Source: an optimization exercise on an open RTL-to-GDS flow (aim: small area and a short achievable clock period). Production flows keep margins and buffers that such runs may drop.
RTL that was checked went through simulation tests only; none was proved equivalent to the original.
Power figures rest on the tool's default switching activity, not on a simulated workload.

== onyx ==
==> flow/design.v <==
module FullyAssociativeCache #(
  parameter CACHE_SIZE = 16,
  parameter BLOCK_SIZE = 4,
  parameter ADDR_WIDTH = 8,
  parameter DATA_WIDTH = 32
)(
  input wire clk,
  input wire rst,
  input wire read,
  input wire write,
  input wire [ADDR_WIDTH-1:0] addr,
  input wire [DATA_WIDTH-1:0] write_data,
  output reg [DATA_WIDTH-1:0] read_data,
  output reg hit,
  output reg dirty_evict,
  output reg [ADDR_WIDTH-1:0] evict_addr
);
  localparam OFFSET_WIDTH = $clog2(BLOCK_SIZE);
  localparam TAG_WIDTH = ADDR_WIDTH - OFFSET_WIDTH;
  localparam N = CACHE_SIZE;
  reg [TAG_WIDTH-1:0]  line_tag   [0:N-1];
  reg [DATA_WIDTH-1:0] line_data  [0:N-1];
  reg [N-1:0]          line_dirty;
  reg [N-1:0]          line_valid;
  wire [TAG_WIDTH-1:0] current_tag = addr[ADDR_WIDTH-1:OFFSET_WIDTH];
  wire req = read | write;
  reg [N-1:0] match;
  reg [N-1:0] shift;
  reg found;
  reg [DATA_WIDTH-1:0] hit_data;
  reg hit_dirty;
  integer k;
  always @(*) begin
    for (k = 0; k < N; k = k + 1)
      match[k] = line_valid[k] && (line_tag[k] == current_tag);
    found = |match;
    shift[0] = 1'b0;
    for (k = 1; k < N; k = k + 1)
      shift[k] = shift[k-1] | match[k-1];
    shift = ~shift;
    hit_data = {DATA_WIDTH{1'b0}};
    hit_dirty = 1'b0;
    for (k = 0; k < N; k = k + 1) begin
      hit_data = hit_data | ({DATA_WIDTH{match[k]}} & line_data[k]);
      hit_dirty = hit_dirty | (match[k] & line_dirty[k]);
    end
  end
  reg [N-1:0] load;
  always @(*) begin
    load[0] = req;
    for (k = 1; k < N; k = k + 1)
      load[k] = req & shift[k];
  end
  always @(posedge clk) begin
    if (load[0]) begin
      line_tag[0]   <= current_tag;
      line_data[0]  <= write ? write_data : hit_data;
      line_dirty[0] <= write | hit_dirty;
    end
    for (k = 1; k < N; k = k + 1) begin
      if (load[k]) begin
        line_tag[k]   <= line_tag[k-1];
        line_data[k]  <= line_data[k-1];
        line_dirty[k] <= line_dirty[k-1];
      end
    end
  end
  always @(posedge clk or posedge rst) begin
    if (rst) begin
      line_valid <= {N{1'b0}};
    end else if (req && !found) begin
      line_valid <= {line_valid[N-2:0], 1'b1};
    end
  end
  always @(posedge clk or posedge rst) begin
    if (rst) begin
      hit <= 1'b0;
      dirty_evict <= 1'b0;
    end else begin
      hit <= req & found;
      dirty_evict <= req & ~found & line_valid[N-1] & line_dirty[N-1];
    end
  end
  always @(posedge clk) begin
    read_data  <= found ? hit_data
                        : ({DATA_WIDTH{line_valid[N-1]}} & line_data[N-1]);
    evict_addr <= {line_tag[N-1], addr[OFFSET_WIDTH-1:0]};
  end
endmodule
Settings: LEC_CHECK=0, CAP_MARGIN=20, CORE_MARGIN=2, CORE_UTILIZATION=40, SLEW_MARGIN=20; clock period 28.0 ns.
run.sh (not shown) runs the stock make flow with config.mk's settings and CLKGATE_MAP_FILE= SYNTH_SCRIPT=/design/flow/synth_recipe.tcl, a recipe that flattens the netlist after the stock synthesis.
onyx: all stages complete, timing, DRC and antenna checks passed
Input changes introduced in quartz (baseline for comparison: onyx):
--- a/flow/design.v
+++ b/flow/design.v
@@ -43,27 +43,21 @@
     for (k = 0; k < N; k = k + 1) begin
       hit_data = hit_data | ({DATA_WIDTH{match[k]}} & line_data[k]);
       hit_dirty = hit_dirty | (match[k] & line_dirty[k]);
     end
   end
-  reg [N-1:0] load;
-  always @(*) begin
-    load[0] = req;
-    for (k = 1; k < N; k = k + 1)
-      load[k] = req & shift[k];
-  end
   always @(posedge clk) begin
-    if (load[0]) begin
+    if (req) begin
       line_tag[0]   <= current_tag;
       line_data[0]  <= write ? write_data : hit_data;
       line_dirty[0] <= write | hit_dirty;
-    end
-    for (k = 1; k < N; k = k + 1) begin
-      if (load[k]) begin
-        line_tag[k]   <= line_tag[k-1];
-        line_data[k]  <= line_data[k-1];
-        line_dirty[k] <= line_dirty[k-1];
+      for (k = 1; k < N; k = k + 1) begin
+        if (shift[k]) begin
+          line_tag[k]   <= line_tag[k-1];
+          line_data[k]  <= line_data[k-1];
+          line_dirty[k] <= line_dirty[k-1];
+        end
       end
     end
   end
   always @(posedge clk or posedge rst) begin
     if (rst) begin
Notes after the runs:
- Compared with onyx, quartz shows a lower utilization.
- Going from onyx to quartz, the clock network power share was found to have gone down by 0.7 points.
- Comparing the two runs side by side, quartz comes out ahead of onyx on global-route wire length before repair.
- Looking at final cell count across quartz and onyx, the one that comes out higher is quartz.
- Area share of buffers outside the clock network delta (quartz -> onyx): insignificant
- Looking at launching element of the worst setup path, the addr[2] result is from onyx; the write one comes from quartz.
- Clock slew at the register clock pins of the worst setup and hold paths essentially unchanged between onyx and quartz.
- Power (quartz vs. onyx) decreases slightly
- [compare] base=onyx new=quartz: number of multi-input combinational cells roughly the same; cell area roughly the same; part of the total power dissipated in combinational logic grew by 0.3 points; routed wire length went down about 2.3%; sequential fraction of total cell area neither gained nor lost much.
- Delta (quartz minus onyx): area of the mapped netlist up 240 um^2, area inside the core boundary now larger.
The RTL of onyx was laid out without a check of its function.

[separate check: timing with driven ports]
No port has a modelled driver above. Below, the same layouts with a new extraction and two added sets of constraints. Step 1: set_driving_cell puts a clkbuf_16 on clk and a buf_2 on each other input, an assumption about the parent block. Step 2 adds t to the input delays and takes it off the output delays; t is the mean of the earliest and latest rising clock arrival at the registers after step 1. Input paths then give back, and output paths get back, about the clock's delay inside the block. Slacks: no drivers / after step 1 / after step 2; pairs: no drivers / after step 1.
run | t (ns) | setup WS [ns] | worst setup path after step 2 | worst slew at a driven data input, ns
onyx | 0.649 | 18.021 / 18.059 / 17.409 | input to register | 0.05
quartz | 0.637 | 17.896 / 17.922 / 17.286 | input to register | 0.05
After both steps setup and hold are still met in every run listed. For onyx, which loses most, drivers alone change the setup slack by +0.038 ns; drivers and shift together by -0.612 ns.
